Source: an optimization exercise on an open RTL-to-GDS flow (aim: small area, a short achievable clock period and few clock cycles per item). Production flows keep margins and buffers that such runs may drop. RTL that was checked went through simulation tests only; none was proved equivalent to the original. Power is estimated from default activity; no workload was simulated.

Design booth_multiplier, start of the top module:
module booth_multiplier #(
  parameter MUL_WIDTH = 32
) (
  input                        clk,
  input                        rst_n,
  input                        start,
  input                        sign,
  input      [  MUL_WIDTH-1:0] data_in1,
  input      [  MUL_WIDTH-1:0] data_in2,
  output     [2*MUL_WIDTH-1:0] data_out,
  output reg                   ready
);
Size: about 1900 cells after synthesis, about 180 flip-flops, ~130 I/O pins, ~0.021 mm^2 of cells after synthesis.
clock: 5.0 ns
lec_check: 0
cap_margin: 5
core_margin: 2
core_utilization: 55
setup_slack_margin: 0.6
slew_margin: 5
standard.sh (not shown) runs the stock make flow with config.mk's settings and CLKGATE_MAP_FILE= SYNTH_SCRIPT=/design/flow/synth_recipe.tcl, a recipe that flattens the netlist after the stock synthesis.
==> flow/flow/run.sh <==
#!/bin/bash
# Own layout flow: the standard layout (standard.sh) with two changes.
#  1. Synthesis: Yosys's synth is also given -noabc, which drops the generic
#     "abc -fast" pass that runs before ORFS's full-adder extraction, so
#     extract_fa sees the design's full adders as written and maps them
#     without polarity inverters around the adder cells.  fsm and share are
#     still skipped, the design is flattened and renamed the same way, and ABC
#     still maps the remaining logic after adder extraction.
#  2. Port buffers: every input and output port still gets a buffer, but a
#     plain sky130_fd_sc_hd__buf_2 instead of the slow clkdlybuf4s50_1 that
#     buffer_ports picks by default.
# Each tool's output goes to flow.log here and to ORFS's own logs under orfs/logs.
set -euo pipefail
sed 's/yosys synth -nofsm -noshare /yosys synth -nofsm -noshare -noabc /' synth_recipe.tcl > own_synth.tcl
grep -q -- '-noabc' own_synth.tcl
sed -e 's#synth_recipe\.tcl#own_synth.tcl#g' \
    -e "s#CLKGATE_MAP_FILE= #CLKGATE_MAP_FILE= 'BUFFER_PORTS_ARGS=-buffer_cell sky130_fd_sc_hd__buf_2' #" \
    standard.sh > own_standard.sh
grep -q 'own_synth\.tcl' own_standard.sh
grep -q 'BUFFER_PORTS_ARGS' own_standard.sh
bash own_standard.sh > flow.log 2>&1
The first run finished clean.
Testbench counts at the start, summed over its fixed seeds: cycles 6,408, items 3,200.
Edit:
- CAP_MARGIN: 5 -> 20
- GPL_TIMING_DRIVEN: not set -> 0
- SLEW_MARGIN: 5 -> 20
=>
- The new run completed without violations
- global-route usage grows by 8.1 points
- total power grows by 6.1%
- via count grows by 10%
- area after synthesis stays the same
- routed wire length grows by 23%
- count of clock-buffer cells in the layout is unchanged
- design area grows by 8.0%
- clock power grows by about 4%
Edit:
- GPL_TIMING_DRIVEN: 0 -> not set
- SETUP_SLACK_MARGIN: 0.6 -> 0.7
Outcome:
- The changed run passed the timing, design-rule and antenna checks
- die area stays the same
- hold slack got worse by 0.17 ns
- total power shrinks by 4.3%
- utilization shrinks by 3.8 points
- routed wire length shrinks by 18%
- sequential share of layout area grows by 1.2 points
Edit:
- SETUP_SLACK_MARGIN: 0.7 -> 0.6
- TNS_END_PERCENT: not set -> 100
The new run finished clean.
Core utilization is lower by 1.1 points.
Via count falls slightly.
Routed wire length shrinks slightly.
Setup slack improved by 0.0038 ns.
Register-to-register slack loses 0.03 ns.
Sequential cell count does not change.
Total power shrinks slightly.
Edit:
- CORE_UTILIZATION: 55 -> 40
- SETUP_SLACK_MARGIN: 0.6 -> 0.9
- TNS_END_PERCENT: 100 -> not set
First-iteration DRC count went up by 3.7%; total power went up by 11%; sequential power went up by about 3%; register-to-register slack gains 0.08 ns; count of clock-buffer cells in the layout went down by 1; routed wire length went up by 11%.

the previous run:
Starting RTL as in the previous note.
clock: 5.0 ns
lec_check: 0
cap_margin: 20
core_margin: 2
core_utilization: 40
setup_slack_margin: 0.6
slew_margin: 20
Scripts as last shown in full above: flow/flow/run.sh
The previous run finished every stage and its layout cleared the timing, design-rule and antenna checks.
Testbench counts of the previous run, summed over its fixed seeds: cycles 6,408, items 3,200.
Changes in the current run relative to the previous run:
Settings: CORE_UTILIZATION: 40 -> 70.
Part of the power in combinational logic of the current run is on par with the previous run.
Between the current run and the previous run, the difference in switching fraction of total power is negligible.
The placer's final routability congestion estimate in the previous run is 0.922 times that in the current run.
Between the previous run and the current run, worst setup slack decreased.
Hold slack across the current run and the previous run: no real change.
Higher global-route met2 utilization goes to the current run over the previous run.
The previous run vs the current run, category of the critical setup timing path: reg2out vs reg2reg
Buffer count excluding the clock tree in the final layout: lower on the current run
For the current run, the capturing instance or port of the critical path was r1[33], unlike the previous run, where it was data_out[56].
Via count of the first global-routing pass is higher on the current run
Looking at critical path depth, the current run sits 1 below the previous run.

booth_multiplier, a different RTL version from the one above (not shown whole).
Size in the first run: roughly 210 flip-flops, ~130 I/O pins, roughly 27000 um2 of cells after synthesis.
export LEC_CHECK = 0
export ABC_CLOCK_PERIOD_IN_PS = 3800
export CAP_MARGIN = 20
export CORE_MARGIN = 2
export CORE_UTILIZATION = 40
export SLEW_MARGIN = 20
create_clock -name core_clock -period 5.0 [get_ports {clk}]
Scripts as last shown in full above: flow/flow/run.sh
Testbench counts at the start, summed over its fixed seeds: cycles 6,408, items 3,200.
Change:
ABC_CLOCK_PERIOD_IN_PS = default   (was 3800)
Effect: Worst setup slack is unchanged; maximum frequency is unchanged; design area stays the same; synthesized cell count stays the same; clock-buffer cell count does not change; routed wire length is unchanged; total power is unchanged; sequential share of layout area does not change; hold slack is unchanged.

nickel:
Another version of the RTL of booth_multiplier (not shown whole).
For scale: roughly 1800 cells after synthesis, roughly 180 flip-flops, roughly 130 I/O pins.
Design booth_multiplier, start of the top module:
module booth_multiplier #(
  parameter MUL_WIDTH = 32
) (
  input                        clk,
  input                        rst_n,
  input                        start,
  input                        sign,
  input      [  MUL_WIDTH-1:0] data_in1,
  input      [  MUL_WIDTH-1:0] data_in2,
  output     [2*MUL_WIDTH-1:0] data_out,
  output reg                   ready
);
  reg  [32:0] a_r;          
  reg  [49:0] r0, r1;     
  reg  [17:0] lo_r;         
  wire [32:0] a_in = {sign & data_in1[31], data_in1};
  wire [33:0] b_in = {{2{sign & data_in2[31]}}, data_in2};
  wire go = ready & start & rst_n;    
  reg         idle_a0, idle_r, idle_g;
  wire [32:0] am0 = idle_a0 ? a_in : a_r;
  wire [8:0] xp0, xp1, xp2, xb0, xb1, xb2;
  wire [8:0] neg, one, two;
  reg  [7:0] negb_r, oneb_r, twob_r;
  assign xp0[0] = 1'b0;
  assign xb0[0] = b_in[17];
  assign xp1[0] = b_in[0];
  assign xb1[0] = b_in[18];
  assign xp2[0] = b_in[1];
  assign xb2[0] = b_in[19];
  assign xp0[1] = b_in[1];
  ...
export LEC_CHECK = 0
export CAP_MARGIN = 20
export CORE_MARGIN = 2
export CORE_UTILIZATION = 55
export SETUP_SLACK_MARGIN = 0.6
export SLEW_MARGIN = 20
create_clock -name core_clock -period 5.0 [get_ports {clk}]
Scripts as last shown in full above: flow/flow/run.sh
### nickel -> yarrow
- SETUP_SLACK_MARGIN now 0.3, was 0.6
## What came out
Cmp nickel and yarrow / routed wire length / lower: yarrow. Against nickel, yarrow comes in about 1% lower on sequential logic power. Going from nickel to yarrow, total iterations of the first detailed-routing run climbed 2; maximum frequency dropped 2.5%; critical path depth dropped 1; number of max-slew violations in the final report barely changed. nickel ended up with met5 as its uppermost metal layer occupied by signal nets; yarrow ended up with met4.
Function was not checked in any run of this note: the RTL went through the layout flow alone.

booth_multiplier with an RTL version that a note above also has.
Size: about 1,900 cells after synthesis, about 180 flip-flops, roughly 0.021 mm2 of cells after synthesis.
## booth_multiplier
module booth_multiplier #(
  parameter MUL_WIDTH = 32
) (
  input                        clk,
  input                        rst_n,
  input                        start,
  input                        sign,
  input      [  MUL_WIDTH-1:0] data_in1,
  input      [  MUL_WIDTH-1:0] data_in2,
  output     [2*MUL_WIDTH-1:0] data_out,
  output reg                   ready
);
==> flow/config.mk <==
export PLATFORM = sky130hd
export DESIGN_NAME = booth_multiplier
export DESIGN_NICKNAME = booth_multiplier
export VERILOG_FILES = /design/flow/design.v
export SDC_FILE = /design/flow/constraint.sdc
export NUM_CORES = 4
export LEC_CHECK = 0
export CAP_MARGIN = 20
export CORE_MARGIN = 2
export CORE_UTILIZATION = 60
export SETUP_SLACK_MARGIN = 0.6
export SLEW_MARGIN = 20
==> flow/constraint.sdc <==
create_clock -name core_clock -period 5.0 [get_ports {clk}]
set_input_delay 1.0000 -clock core_clock [delete_from_list [all_inputs] [get_ports {clk}]]
set_output_delay 1.0000 -clock core_clock [all_outputs]
set_load 0.01 [all_outputs]
Scripts as last shown in full above: flow/flow/run.sh
Testbench counts at the start, summed over its fixed seeds: cycles 6,408, items 3,200.
Edit:
Settings changed: CORE_UTILIZATION 60 to 40, SETUP_SLACK_MARGIN 0.6 to 0.3.
=> Design area is lower by 1.3%; routed wire length went up by 1.8%; sequential share of layout area rises by 0.27 points; cell count grows by about 8%; worst setup slack gets worse by 180 ps; power decreases by about 2.6%; sequential cell count does not change; via count decreases by 1.8%.
Edit:
Settings changed: CORE_UTILIZATION 40 to 55, PLACE_DENSITY set to 0.7, SETUP_SLACK_MARGIN 0.3 to 0.6.
Maximum frequency came out higher by about 4.5%.
Utilization came out higher by 18 points.
Flip-flop and latch count stays the same.
Global-route usage came out higher by 7.4 points.
Die area came out lower by 27%.
Wire length came out lower by 4.7%.
Final cell count came out lower by about 5%.
Sequential share of layout area came out lower by 0.44 points.
Power came out higher by about 3.4%.
Non-clock buffer count came out higher by 41.
Edit:
--- a/flow/flow/run.sh
+++ b/flow/flow/run.sh
@@ -9,3 +9,3 @@
 #  2. Port buffers: every input and output port still gets a buffer, but a
-#     plain sky130_fd_sc_hd__buf_2 instead of the slow clkdlybuf4s50_1 that
+#     plain sky130_fd_sc_hd__buf_1 instead of the slow clkdlybuf4s50_1 that
 #     buffer_ports picks by default.
@@ -16,3 +16,3 @@
 sed -e 's#synth_recipe\.tcl#own_synth.tcl#g' \
-    -e "s#CLKGATE_MAP_FILE= #CLKGATE_MAP_FILE= 'BUFFER_PORTS_ARGS=-buffer_cell sky130_fd_sc_hd__buf_2' #" \
+    -e "s#CLKGATE_MAP_FILE= #CLKGATE_MAP_FILE= 'BUFFER_PORTS_ARGS=-buffer_cell sky130_fd_sc_hd__buf_1' #" \
     standard.sh > own_standard.sh
Settings changed: PLACE_DENSITY 0.7 to unset.
Outcome:
- The changed run completed without violations
- total power came out higher by 0.50%
- area after synthesis is unchanged
- clock skew goes down by 3.9 ps
- die area stays the same
- wire length went up by about 5%
- combinational power stays flat
- global-route usage goes up by 2.0 points
- count of clock-buffer cells in the layout stays the same
- worst hold slack got worse by 4.5 ps
Edit:
--- a/flow/flow/run.sh
+++ b/flow/flow/run.sh
@@ -9,3 +9,3 @@
 #  2. Port buffers: every input and output port still gets a buffer, but a
-#     plain sky130_fd_sc_hd__buf_1 instead of the slow clkdlybuf4s50_1 that
+#     plain sky130_fd_sc_hd__buf_2 instead of the slow clkdlybuf4s50_1 that
 #     buffer_ports picks by default.
@@ -16,3 +16,3 @@
 sed -e 's#synth_recipe\.tcl#own_synth.tcl#g' \
-    -e "s#CLKGATE_MAP_FILE= #CLKGATE_MAP_FILE= 'BUFFER_PORTS_ARGS=-buffer_cell sky130_fd_sc_hd__buf_1' #" \
+    -e "s#CLKGATE_MAP_FILE= #CLKGATE_MAP_FILE= 'BUFFER_PORTS_ARGS=-buffer_cell sky130_fd_sc_hd__buf_2' #" \
     standard.sh > own_standard.sh
Settings changed: SETUP_SLACK_MARGIN 0.6 to 0.5.
Outcome: The changed run produced a clean layout; sequential share of layout area increases by 0.38 points; via count came out lower slightly; flip-flop and latch count stays the same; register-to-register slack is worse by 50 ps.
Edit:
Settings changed: SETUP_SLACK_MARGIN 0.5 to 0.6.
What happened:
- The changed run passed the timing, design-rule and antenna checks
- via count rises by 0.55%
- power rose by about 2%
- die area stays the same
- routed wire length rises by about 3%
- design area went up by 0.89%
- worst setup slack is better by 66 ps
- worst hold slack is better by 19 ps
- first-iteration DRC count is lower by about 8%
- sequential cell count stays the same
- synthesized cell count is unchanged
- non-clock buffer count climbs by 14

==> static timing again, ports no longer ideal <==
No port has a modelled driver above. Below, the same layouts with a new extraction and two added sets of constraints. Step 1 assumes that a clkbuf_16 drives the clock port and a buf_2 every other input. Step 2 times the ports against the registers' clock, not the clock port: input delays grow and output delays shrink by t, the midpoint of the rising clock arrivals with the driver on. Three values: ideal ports, drivers, drivers and shift; two values: the first two.
run | t, ns | slack for setup (ns) | worst hold slack (ns) | cell pins on the clock port's net
the first run of note 1 | 0.520 | 0.676 / 0.619 / 0.193 | 0.457 / 0.457 / 0.457 | 1
the second run of note 1 | 0.538 | 0.589 / 0.529 / 0.094 | 0.631 / 0.625 / 0.631 | 1
the third run of note 1 | 0.530 | 0.672 / 0.614 / 0.232 | 0.458 / 0.458 / 0.458 | 1
the fourth run of note 1 | 0.520 | 0.676 / 0.619 / 0.193 | 0.457 / 0.457 / 0.457 | 1
the fifth run of note 1 | 0.560 | 0.563 / 0.505 / 0.121 | 0.469 / 0.469 / 0.469 | 1
the previous run | 0.554 | 0.616 / 0.555 / 0.148 | 0.455 / 0.455 / 0.455 | 1
the current run | 0.507 | 0.561 / 0.561 / 0.099 | 0.456 / 0.456 / 0.456 | 1
the first run of note 3 | 0.643 | 0.060 / -0.005 / 0.118 | 0.510 / 0.467 / 0.670 | 1
the second run of note 3 | 0.643 | 0.060 / -0.005 / 0.118 | 0.510 / 0.467 / 0.670 | 1
nickel | 0.526 | 0.587 / 0.550 / 0.079 | 0.446 / 0.446 / 0.446 | 1
yarrow | 0.522 | 0.472 / 0.451 / -0.012 | 0.457 / 0.457 / 0.457 | 1
the first run of note 5 | 0.522 | 0.617 / 0.596 / 0.129 | 0.438 / 0.438 / 0.438 | 1
the second run of note 5 | 0.550 | 0.436 / 0.403 / 0.069 | 0.409 / 0.409 / 0.409 | 1
the third run of note 5 | 0.516 | 0.632 / 0.622 / 0.153 | 0.451 / 0.451 / 0.451 | 1
the fourth run of note 5 | 0.526 | 0.644 / 0.603 / 0.148 | 0.446 / 0.446 / 0.446 | 1
the fifth run of note 5 | 0.520 | 0.610 / 0.562 / 0.171 | 0.439 / 0.439 / 0.439 | 1
the sixth run of note 5 | 0.520 | 0.676 / 0.619 / 0.193 | 0.457 / 0.457 / 0.457 | 1
With both steps, setup timing fails in yarrow, where it was met with ideal ports. The setup slack of nickel, which loses most, moves by -0.037 ns with the drivers and by -0.508 ns with both steps.
